This is an optimization exercise on Yosys and OpenROAD, whose aim is small area, a short achievable clock period and few clock cycles, not a production implementation. In this exercise RTL edits were held to simulation tests only and were not proved equivalent to the original. No activity file was given, so power comes from the tool's default toggle rates.

Design top, start of the top module:
module top(
    input             clk,
    input             rst,
    input             read_n,
    input             start_in,
    input             valid_input,
    input      [7:0]  r_addr,
    input      [7:0]  X_load,
    output            ry,
    output     [8:0]  data_out,
    output            finish
);
Size in the first run: ~3000 cells after synthesis, about 1400 flip-flops, about 42000 um2 of cells after synthesis.
clock: 8.0 ns
lec_check: 0
cap_margin: 20
core_margin: 2
core_utilization: 52
cts_cluster_diameter: 100
cts_cluster_size: 25
slew_margin: 20
standard.sh (not shown) runs the stock make flow with config.mk's settings and CLKGATE_MAP_FILE= SYNTH_SCRIPT=/design/flow/synth_recipe.tcl, a recipe that flattens the netlist after the stock synthesis.
==> flow/flow/run.sh <==
#!/bin/bash
set -euo pipefail
bash standard.sh SETUP_SLACK_MARGIN=5.3 finish > flow_make.log 2>&1
Testbench counts at the start, summed over its fixed seeds: cycles 5,360.
Rerun with:
--- a/flow/design.v
+++ b/flow/design.v
@@ -16,28 +16,28 @@
     else      ph <= ph + 2'd1;
   wire [1:0] col_head = 2'd0 - ph;    
   reg [3:0] sl;
   always @(posedge clk or negedge rst)
     if (!rst) sl <= 4'b0001;
     else      sl <= {sl[0], sl[3:1]};
   reg       loading;
   reg [4:0] cnt;
   reg [1:0] jslot;      
   reg       fin_r;
-  always @(posedge clk)
-    fin_r <= rst & valid_input & loading & (cnt == 5'd31);
   always @(posedge clk or negedge rst)
     if (!rst) begin
       loading <= 1'b0;
       cnt     <= 5'd0;
       jslot   <= 2'd3;
+      fin_r   <= 1'b0;
     end else begin
+      fin_r <= valid_input & loading & (cnt == 5'd31);
       if (start_in) begin
         loading <= 1'b1;
         cnt     <= 5'd0;
         jslot   <= jslot + 2'd1;
       end else if (valid_input & loading) begin
         cnt <= cnt + 5'd1;
         if (cnt == 5'd31) loading <= 1'b0;
       end
     end
   reg [7:0] xb0, xb1, xb2, xb3;
@@ -226,40 +226,43 @@
     if (st == S_IDLE && ~read_n) pred_nx = r_addr[5:0];
     else if (st == S_B0)         pred_nx = pred + 6'd1;
   end
   wire req = ~read_n;
   wire hit = (r_addr[5:0] == pred) & at_head;
   always @(posedge clk or negedge rst)
     if (!rst) begin
       st   <= S_IDLE;
       pred <= 6'd0;
       ra   <= 2'd3;
+      ry_r <= 1'b0;
     end else begin
       pred <= pred_nx;
       ra   <= jslot_nx - pred_nx[5:4];
       case (st)
-        S_IDLE:  if (req) st <= hit ? S_B0 : S_WAIT;
-        S_WAIT:  if (at_head) st <= S_B0;
-        S_B0:    st <= S_B1;
-        default: st <= S_IDLE;
+        S_IDLE: begin
+          ry_r <= req & hit;
+          if (req) st <= hit ? S_B0 : S_WAIT;
+        end
+        S_WAIT: begin
+          ry_r <= at_head;
+          if (at_head) st <= S_B0;
+        end
+        S_B0: begin
+          ry_r <= 1'b1;
+          st   <= S_B1;
+        end
+        default: begin
+          ry_r <= 1'b0;
+          st   <= S_IDLE;
+        end
       endcase
     end
-  reg ry_nx;
-  always @(*) begin
-    case (st)
-      S_IDLE:  ry_nx = req & hit;
-      S_WAIT:  ry_nx = at_head;
-      S_B0:    ry_nx = 1'b1;
-      default: ry_nx = 1'b0;
-    endcase
-  end
-  always @(posedge clk) ry_r <= rst & ry_nx;
   always @(posedge clk) begin
     hi_r <= cap[17:9];
     do_r <= (st == S_B0) ? hi_r : cap[8:0];
   end
   assign ry       = ry_r;
   assign data_out = do_r;
   assign finish   = fin_r;
 endmodule
 module ring_row #(parameter W = 18) (
     input              clk,
Global-route usage increases by 0.61 points.
Fmax decreases by 1.8%.
Count of clock-buffer cells in the layout increases by 1.
Via count barely changes.
Combinational power increases by about 4%.
Clock power is about the same.
Cell count barely changes.
Sequential power is about the same.
Critical path depth is unchanged.
Non-clock buffer count does not change.
Power is about the same.
Design area stays flat.
Testbench counts after the change, summed over its fixed seeds: cycles 5,360.

* * *

== the previous run ==
The RTL this note starts from:
==> flow/design.v <==
module top(
    input             clk,
    input             rst,
    input             read_n,
    input             start_in,
    input             valid_input,
    input      [7:0]  r_addr,
    input      [7:0]  X_load,
    output            ry,
    output     [8:0]  data_out,
    output            finish
);
  reg [1:0] ph;
  always @(posedge clk or negedge rst)
    if (!rst) ph <= 2'd0;
    else      ph <= ph + 2'd1;
  wire [1:0] col_head = 2'd0 - ph;    
  reg [3:0] sl;
  always @(posedge clk or negedge rst)
    if (!rst) sl <= 4'b0100;
    else      sl <= {sl[0], sl[3:1]};
  reg       loading;
  reg [4:0] cnt;
  reg [1:0] jslot;      
  reg       fin_r;
  always @(posedge clk or negedge rst)
    if (!rst) begin
      loading <= 1'b0;
      cnt     <= 5'd0;
      jslot   <= 2'd3;
      fin_r   <= 1'b0;
    end else begin
      fin_r <= valid_input & loading & (cnt == 5'd31);
      if (start_in) begin
        loading <= 1'b1;
        cnt     <= 5'd0;
        jslot   <= jslot + 2'd1;
      end else if (valid_input & loading) begin
        cnt <= cnt + 5'd1;
        if (cnt == 5'd31) loading <= 1'b0;
      end
    end
  reg [7:0] xb0, xb1, xb2, xb3;
  reg [2:0] kb0, kb1, kb2, kb3;
  reg [3:0] pend;
  wire       vin = valid_input & loading;
  wire [3:0] ld  = {4{vin}} & (4'b0001 << cnt[1:0]);
  always @(posedge clk) begin
    if (ld[0]) begin xb0 <= X_load; kb0 <= cnt[4:2]; end
    if (ld[1]) begin xb1 <= X_load; kb1 <= cnt[4:2]; end
    if (ld[2]) begin xb2 <= X_load; kb2 <= cnt[4:2]; end
    if (ld[3]) begin xb3 <= X_load; kb3 <= cnt[4:2]; end
  end
  always @(posedge clk or negedge rst)
    if (!rst) pend <= 4'd0;
    else      pend <= ld | (pend & ~sl);
  function [6:0] coef;
    input [1:0] c;
    input [2:0] k;
    begin
      case ({c, k})
        5'd0:  coef = 7'b1100011;
        5'd1:  coef = 7'b1000000;
        5'd2:  coef = 7'b0110110;
        5'd3:  coef = 7'b1001110;
        5'd4:  coef = 7'b1101101;
        5'd5:  coef = 7'b1010101;
        5'd6:  coef = 7'b1000011;
        5'd7:  coef = 7'b0100110;
        5'd8:  coef = 7'b1011010;
        5'd9:  coef = 7'b0110000;
        5'd10: coef = 7'b1001000;
        5'd11: coef = 7'b1110001;
        5'd12: coef = 7'b1101011;
        5'd13: coef = 7'b1110011;
        5'd14: coef = 7'b1111000;
        5'd15: coef = 7'b1101000;
        5'd16: coef = 7'b0000000;
        5'd17: coef = 7'b0000000;
        5'd18: coef = 7'b0001011;
        5'd19: coef = 7'b0100001;
        5'd20: coef = 7'b0000010;
        5'd21: coef = 7'b0110110;
        5'd22: coef = 7'b0101011;
        5'd23: coef = 7'b1000101;
        5'd24: coef = 7'b1110110;
        5'd25: coef = 7'b0100110;
        5'd26: coef = 7'b0101011;
        5'd27: coef = 7'b1101110;
        5'd28: coef = 7'b0101011;
        5'd29: coef = 7'b0010001;
        5'd30: coef = 7'b1000000;
        default: coef = 7'b1101101;
      endcase
    end
  endfunction
  function [9:0] digits;
    input [6:0] a;
    begin
      digits[2:0] = {a[1:0] == 2'd3, a[1:0] == 2'd2, a[1:0] == 2'd1};
      digits[5:3] = {a[3:2] == 2'd3, a[3:2] == 2'd2, a[3:2] == 2'd1};
      digits[8:6] = {a[5:4] == 2'd3, a[5:4] == 2'd2, a[5:4] == 2'd1};
      digits[9]   = a[6];
    end
  endfunction
  reg [7:0] xsel;
  reg [2:0] ksel;
  always @(*) begin
    xsel = ({8{sl[0]}} & xb0) | ({8{sl[1]}} & xb1) | ({8{sl[2]}} & xb2) | ({8{sl[3]}} & xb3);
    ksel = ({3{sl[0]}} & kb0) | ({3{sl[1]}} & kb1) | ({3{sl[2]}} & kb2) | ({3{sl[3]}} & kb3);
  end
  reg [7:0] xs;
  reg [9:0] x3s;
  reg [2:0] ks;
  reg       fs;
  reg       vs;
  always @(posedge clk) begin
    xs  <= xsel;
    x3s <= {2'b00, xsel} + {1'b0, xsel, 1'b0};
    ks  <= ksel;
    fs  <= (ksel == 3'd0);
  end
  always @(posedge clk or negedge rst)
    if (!rst) vs <= 1'b0;
    else      vs <= |(pend & sl);
  function [9:0] pp;
    input [2:0] d;
    input [7:0] x;
    input [9:0] x3;
    pp = ({10{d[0]}} & {2'b00, x}) | ({10{d[1]}} & {1'b0, x, 1'b0}) |
         ({10{d[2]}} & x3);
  endfunction
  function [29:0] csa4;
    input [9:0] dg;
    input [7:0] x;
    input [9:0] x3;
    reg [14:0] a, b, c, d, s1, c1, s2, c2;
    begin
      a  = {5'd0, pp(dg[2:0], x, x3)};
      b  = {3'd0, pp(dg[5:3], x, x3), 2'd0};
      c  = {1'd0, pp(dg[8:6], x, x3), 4'd0};
      d  = {1'd0, {8{dg[9]}} & x, 6'd0};
      s1 = a ^ b ^ c;
      c1 = {(a[13:0] & b[13:0]) | (a[13:0] & c[13:0]) | (b[13:0] & c[13:0]), 1'b0};
      s2 = s1 ^ c1 ^ d;
      c2 = {(s1[13:0] & c1[13:0]) | (s1[13:0] & d[13:0]) | (c1[13:0] & d[13:0]), 1'b0};
      csa4 = {c2, s2};
    end
  endfunction
  reg [29:0] cs0, cs1, cs2, cs3;
  wire       z1 = vs & fs;     
  always @(posedge clk) begin
    cs0 <= csa4(digits(coef(2'd0, ks)), xs, x3s);
    cs1 <= csa4(digits(coef(2'd1, ks)), xs, x3s);
    cs2 <= csa4(digits(coef(2'd2, ks)), xs, x3s);
    cs3 <= csa4(digits(coef(2'd3, ks)), xs, x3s);
  end
  reg v2;      
  reg sh;      
  always @(posedge clk or negedge rst)
    if (!rst) begin
      v2 <= 1'b0;
      sh <= 1'b0;
    end else begin
      v2 <= vs;
      sh <= vs & fs;
    end
  wire [1:0]  rsel;                    
  wire [17:0] h0, h1, h3;              
  wire [15:0] h2;
  wire [17:0] q0, q1, q3;              
  wire [15:0] q2;
  wire [17:0] sum0 = h0 + {3'd0, cs0[14:0]} + {3'd0, cs0[29:15]};
  wire [17:0] sum1 = h1 + {3'd0, cs1[14:0]} + {3'd0, cs1[29:15]};
  wire [15:0] sum2 = h2 + {1'd0, cs2[14:0]} + {1'd0, cs2[29:15]};
  wire [17:0] sum3 = h3 + {3'd0, cs3[14:0]} + {3'd0, cs3[29:15]};
  ring_row #(.W(18)) u_row0 (.clk(clk), .wr(v2), .mv(z1), .sel(rsel), .sum(sum0), .acc(h0), .head(q0));
  ring_row #(.W(18)) u_row1 (.clk(clk), .wr(v2), .mv(z1), .sel(rsel), .sum(sum1), .acc(h1), .head(q1));
  ring_row #(.W(16)) u_row2 (.clk(clk), .wr(v2), .mv(z1), .sel(rsel), .sum(sum2), .acc(h2), .head(q2));
  ring_row #(.W(18)) u_row3 (.clk(clk), .wr(v2), .mv(z1), .sel(rsel), .sum(sum3), .acc(h3), .head(q3));
  reg [3:0] shd;
  always @(posedge clk or negedge rst)
    if (!rst)          shd <= 4'b1111;
    else if (start_in) shd <= 4'b0000;
    else if (sh)       shd <= shd | (4'b0001 << col_head);
  localparam S_IDLE = 2'd0, S_B0 = 2'd1, S_B1 = 2'd2, S_WAIT = 2'd3;
  reg [1:0]  st;
  reg [5:0]  pred;
  reg [1:0]  pinc;      
  reg        pfv;
  reg        ry_r;
  reg [8:0]  do_r;
  reg [17:0] pf;
  wire       nb0 = (st == S_B0);
  wire [3:0] tgt = nb0 ? pred[3:0] + 4'd1 : pred[3:0];
  wire [1:0] tn  = nb0 ? pinc : pred[5:4];
  reg  [1:0] ra, rb;
  assign rsel = nb0 ? rb : ra;
  reg [17:0] cap;
  always @(*) begin
    case (tgt[3:2])
      2'd0: cap = q0;
      2'd1: cap = q1;
      2'd2: cap = {2'd0, q2};
      default: cap = q3;
    endcase
  end
  wire busy = ~&shd | ((jslot == tn) & (loading | (|pend) | vs | v2));
  wire cap_now = ~pfv & (col_head == tgt[1:0]) & ~busy;
  wire [1:0] jslot_nx = jslot + {1'b0, start_in};
  reg  [5:0] pred_nx;
  reg  [1:0] pinc_nx;
  always @(*) begin
    pred_nx = pred;
    pinc_nx = pinc;
    if (st == S_IDLE && ~read_n) begin
      pred_nx = r_addr[5:0];
      pinc_nx = r_addr[5:4] + {1'b0, &r_addr[3:0]};
    end else if (st == S_B0) begin
      pred_nx = pred + 6'd1;
      pinc_nx = pred[5:4] + {1'b0, &pred[3:0]} + {1'b0, pred[3:0] == 4'd14};
    end
  end
  wire req     = ~read_n;
  wire hit     = (r_addr[5:0] == pred) & (pfv | cap_now);
  always @(posedge clk or negedge rst)
    if (!rst) begin
      st   <= S_IDLE;
      pred <= 6'd0;
      pinc <= 2'd0;
      ra   <= 2'd3;
      rb   <= 2'd3;
      pfv  <= 1'b0;
      ry_r <= 1'b0;
    end else begin
      pred <= pred_nx;
      pinc <= pinc_nx;
      ra   <= jslot_nx - pred_nx[5:4];
      rb   <= jslot_nx - pinc_nx;
      case (st)
        S_IDLE: begin
          ry_r <= req & hit;
          if (req) st <= hit ? S_B0 : S_WAIT;
        end
        S_WAIT: begin
          ry_r <= cap_now;
          if (cap_now) st <= S_B0;
        end
        S_B0: begin
          ry_r <= 1'b1;
          st   <= S_B1;
        end
        default: begin
          ry_r <= 1'b0;
          st   <= S_IDLE;
        end
      endcase
      if ((loading & (jslot == pred[5:4])) || (st == S_IDLE && req)) pfv <= 1'b0;
      else if (st == S_B0)                                            pfv <= cap_now;
      else if (cap_now)                                               pfv <= 1'b1;
    end
  always @(posedge clk) begin
    if (cap_now) pf <= cap;
    case (st)
      S_B0:    do_r <= pf[17:9];
      S_WAIT:  do_r <= cap[8:0];
      default: do_r <= pfv ? pf[8:0] : cap[8:0];
    endcase
  end
  assign ry       = ry_r;
  assign data_out = do_r;
  assign finish   = fin_r;
endmodule
module ring_row #(parameter W = 18) (
    input              clk,
    input              wr,
    input              mv,
    input      [1:0]   sel,
    input      [W-1:0] sum,
    output     [W-1:0] acc,
    output reg [W-1:0] head
);
  reg [W-1:0] a0, a1, a2, a3;
  reg [W-1:0] b0, b1, b2, b3;
  reg [W-1:0] c0, c1, c2, c3;
  reg [W-1:0] d0, d1, d2, d3;
  always @(posedge clk) begin
    a0 <= mv ? {W{1'b0}} : a1; a1 <= a2; a2 <= a3; a3 <= wr ? sum : a0;
    b0 <= mv ? a1 : b1;        b1 <= b2; b2 <= b3; b3 <= b0;
    c0 <= mv ? b1 : c1;        c1 <= c2; c2 <= c3; c3 <= c0;
    d0 <= mv ? c1 : d1;        d1 <= d2; d2 <= d3; d3 <= d0;
  end
  assign acc = a0;
  always @(*) begin
    case (sel)
      2'd0: head = a0;
      2'd1: head = b0;
      2'd2: head = c0;
      default: head = d0;
    endcase
  end
endmodule
clock: 8.0 ns
lec_check: 0
cap_margin: 20
core_margin: 2
core_utilization: 45
cts_cluster_diameter: 100
cts_cluster_size: 28
setup_slack_margin: 5
slew_margin: 20
run.sh (not shown) runs the stock make flow with config.mk's settings and CLKGATE_MAP_FILE= SYNTH_SCRIPT=/design/flow/synth_recipe.tcl, a recipe that flattens the netlist after the stock synthesis.
Stock flow here: none of the scripts above is used.
Testbench counts of the previous run, summed over its fixed seeds: cycles 5,344.
### the previous run -> the current run
--- a/flow/design.v
+++ b/flow/design.v
@@ -106,6 +106,7 @@
   reg [7:0] xsel;
   reg [2:0] ksel;
+  wire [3:0] sp = sl & pend;
   always @(*) begin
-    xsel = ({8{sl[0]}} & xb0) | ({8{sl[1]}} & xb1) | ({8{sl[2]}} & xb2) | ({8{sl[3]}} & xb3);
+    xsel = ({8{sp[0]}} & xb0) | ({8{sp[1]}} & xb1) | ({8{sp[2]}} & xb2) | ({8{sp[3]}} & xb3);
     ksel = ({3{sl[0]}} & kb0) | ({3{sl[1]}} & kb1) | ({3{sl[2]}} & kb2) | ({3{sl[3]}} & kb3);
   end
@@ -123,5 +124,5 @@
   always @(posedge clk or negedge rst)
     if (!rst) vs <= 1'b0;
-    else      vs <= |(pend & sl);
+    else      vs <= |sp;
   function [9:0] pp;
     input [2:0] d;
@@ -175,8 +176,8 @@
   wire [15:0] sum2 = h2 + {1'd0, cs2[14:0]} + {1'd0, cs2[29:15]};
   wire [17:0] sum3 = h3 + {3'd0, cs3[14:0]} + {3'd0, cs3[29:15]};
-  ring_row #(.W(18)) u_row0 (.clk(clk), .wr(v2), .mv(z1), .sel(rsel), .sum(sum0), .acc(h0), .head(q0));
-  ring_row #(.W(18)) u_row1 (.clk(clk), .wr(v2), .mv(z1), .sel(rsel), .sum(sum1), .acc(h1), .head(q1));
-  ring_row #(.W(16)) u_row2 (.clk(clk), .wr(v2), .mv(z1), .sel(rsel), .sum(sum2), .acc(h2), .head(q2));
-  ring_row #(.W(18)) u_row3 (.clk(clk), .wr(v2), .mv(z1), .sel(rsel), .sum(sum3), .acc(h3), .head(q3));
+  ring_row #(.W(18)) u_row0 (.clk(clk), .mv(z1), .sel(rsel), .sum(sum0), .acc(h0), .head(q0));
+  ring_row #(.W(18)) u_row1 (.clk(clk), .mv(z1), .sel(rsel), .sum(sum1), .acc(h1), .head(q1));
+  ring_row #(.W(16)) u_row2 (.clk(clk), .mv(z1), .sel(rsel), .sum(sum2), .acc(h2), .head(q2));
+  ring_row #(.W(18)) u_row3 (.clk(clk), .mv(z1), .sel(rsel), .sum(sum3), .acc(h3), .head(q3));
   reg [3:0] shd;
   always @(posedge clk or negedge rst)
@@ -193,7 +194,8 @@
   reg [17:0] pf;
   wire       nb0 = (st == S_B0);
-  wire [3:0] tgt = nb0 ? pred[3:0] + 4'd1 : pred[3:0];
-  wire [1:0] tn  = nb0 ? pinc : pred[5:4];
   reg  [1:0] ra, rb;
+  reg  [3:0] ta, tb;
+  wire [3:0] tgt = nb0 ? tb : ta;
+  wire [1:0] tn  = nb0 ? pinc : pred[5:4];
   assign rsel = nb0 ? rb : ra;
   reg [17:0] cap;
@@ -231,4 +233,6 @@
       ra   <= 2'd3;
       rb   <= 2'd3;
+      ta   <= 4'd0;
+      tb   <= 4'd1;
       pfv  <= 1'b0;
       ry_r <= 1'b0;
@@ -237,4 +241,6 @@
       pinc <= pinc_nx;
       ra   <= jslot_nx - pred_nx[5:4];
+      ta   <= pred_nx[3:0];
+      tb   <= pred_nx[3:0] + 4'd1;
       rb   <= jslot_nx - pinc_nx;
       case (st)
@@ -274,5 +280,4 @@
 module ring_row #(parameter W = 18) (
     input              clk,
-    input              wr,
     input              mv,
     input      [1:0]   sel,
@@ -286,5 +291,5 @@
   reg [W-1:0] d0, d1, d2, d3;
   always @(posedge clk) begin
-    a0 <= mv ? {W{1'b0}} : a1; a1 <= a2; a2 <= a3; a3 <= wr ? sum : a0;
+    a0 <= mv ? {W{1'b0}} : a1; a1 <= a2; a2 <= a3; a3 <= sum;
     b0 <= mv ? a1 : b1;        b1 <= b2; b2 <= b3; b3 <= b0;
     c0 <= mv ? b1 : c1;        c1 <= c2; c2 <= c3; c3 <= c0;
==> results.txt <==
The current run vs the previous run: slew at the pin closest to its max-slew limit up in the current run. Compared with the previous run, the current run shows a via count of the first global-routing pass that is 232 lower. Register bit total from synthesis delta (the current run -> the previous run): insignificant. The current run against the previous run; distinct cell type count after synthesis is up by a few percent. A end of the critical path of u_row3.a3[17] is what the current run shows, while pf[10] belongs to the previous run. Measured against each other, the previous run and the current run differ in routed length on met2, the higher figure coming from the current run.
Testbench counts of the current run, summed over its fixed seeds: cycles 5,344.

afterwards: timing with drivers on the ports:
Ports are ideal in the flow. The routed layouts listed here were re-timed in OpenROAD. Step 1 (the two cells are an assumption about what drives the block):
set clk [get_ports {clk}]
set_driving_cell -lib_cell sky130_fd_sc_hd__clkbuf_16 $clk
set_driving_cell -lib_cell sky130_fd_sc_hd__buf_2 [delete_from_list [all_inputs] $clk]
Step 2 times the ports against the registers' clock, not the clock port: input delays grow and output delays shrink by t, the midpoint of the rising clock arrivals with the driver on. Slacks: no drivers / after step 1 / after step 2; pairs: no drivers / after step 1.
run | t, ns | setup slack, ns | hold slack, ns | latest minus earliest clock arrival (ns) | cell pins on the clock port's net
the first run of note 1 | 0.727 | 5.280 / 5.211 / 4.713 | 0.314 / 0.314 / 0.314 | 0.036 / 0.036 | 1
the second run of note 1 | 0.740 | 5.231 / 5.164 / 4.687 | 0.315 / 0.315 / 0.315 | 0.049 / 0.048 | 1
the previous run | 0.722 | 4.972 / 4.972 / 4.589 | 0.322 / 0.322 / 0.322 | 0.033 / 0.033 | 1
the current run | 0.724 | 5.016 / 5.001 / 4.553 | 0.311 / 0.311 / 0.311 | 0.032 / 0.033 | 1
After both steps setup and hold are still met in every run listed. The setup slack of the first run of note 1, which loses most, moves by -0.069 ns with the drivers and by -0.567 ns with both steps.
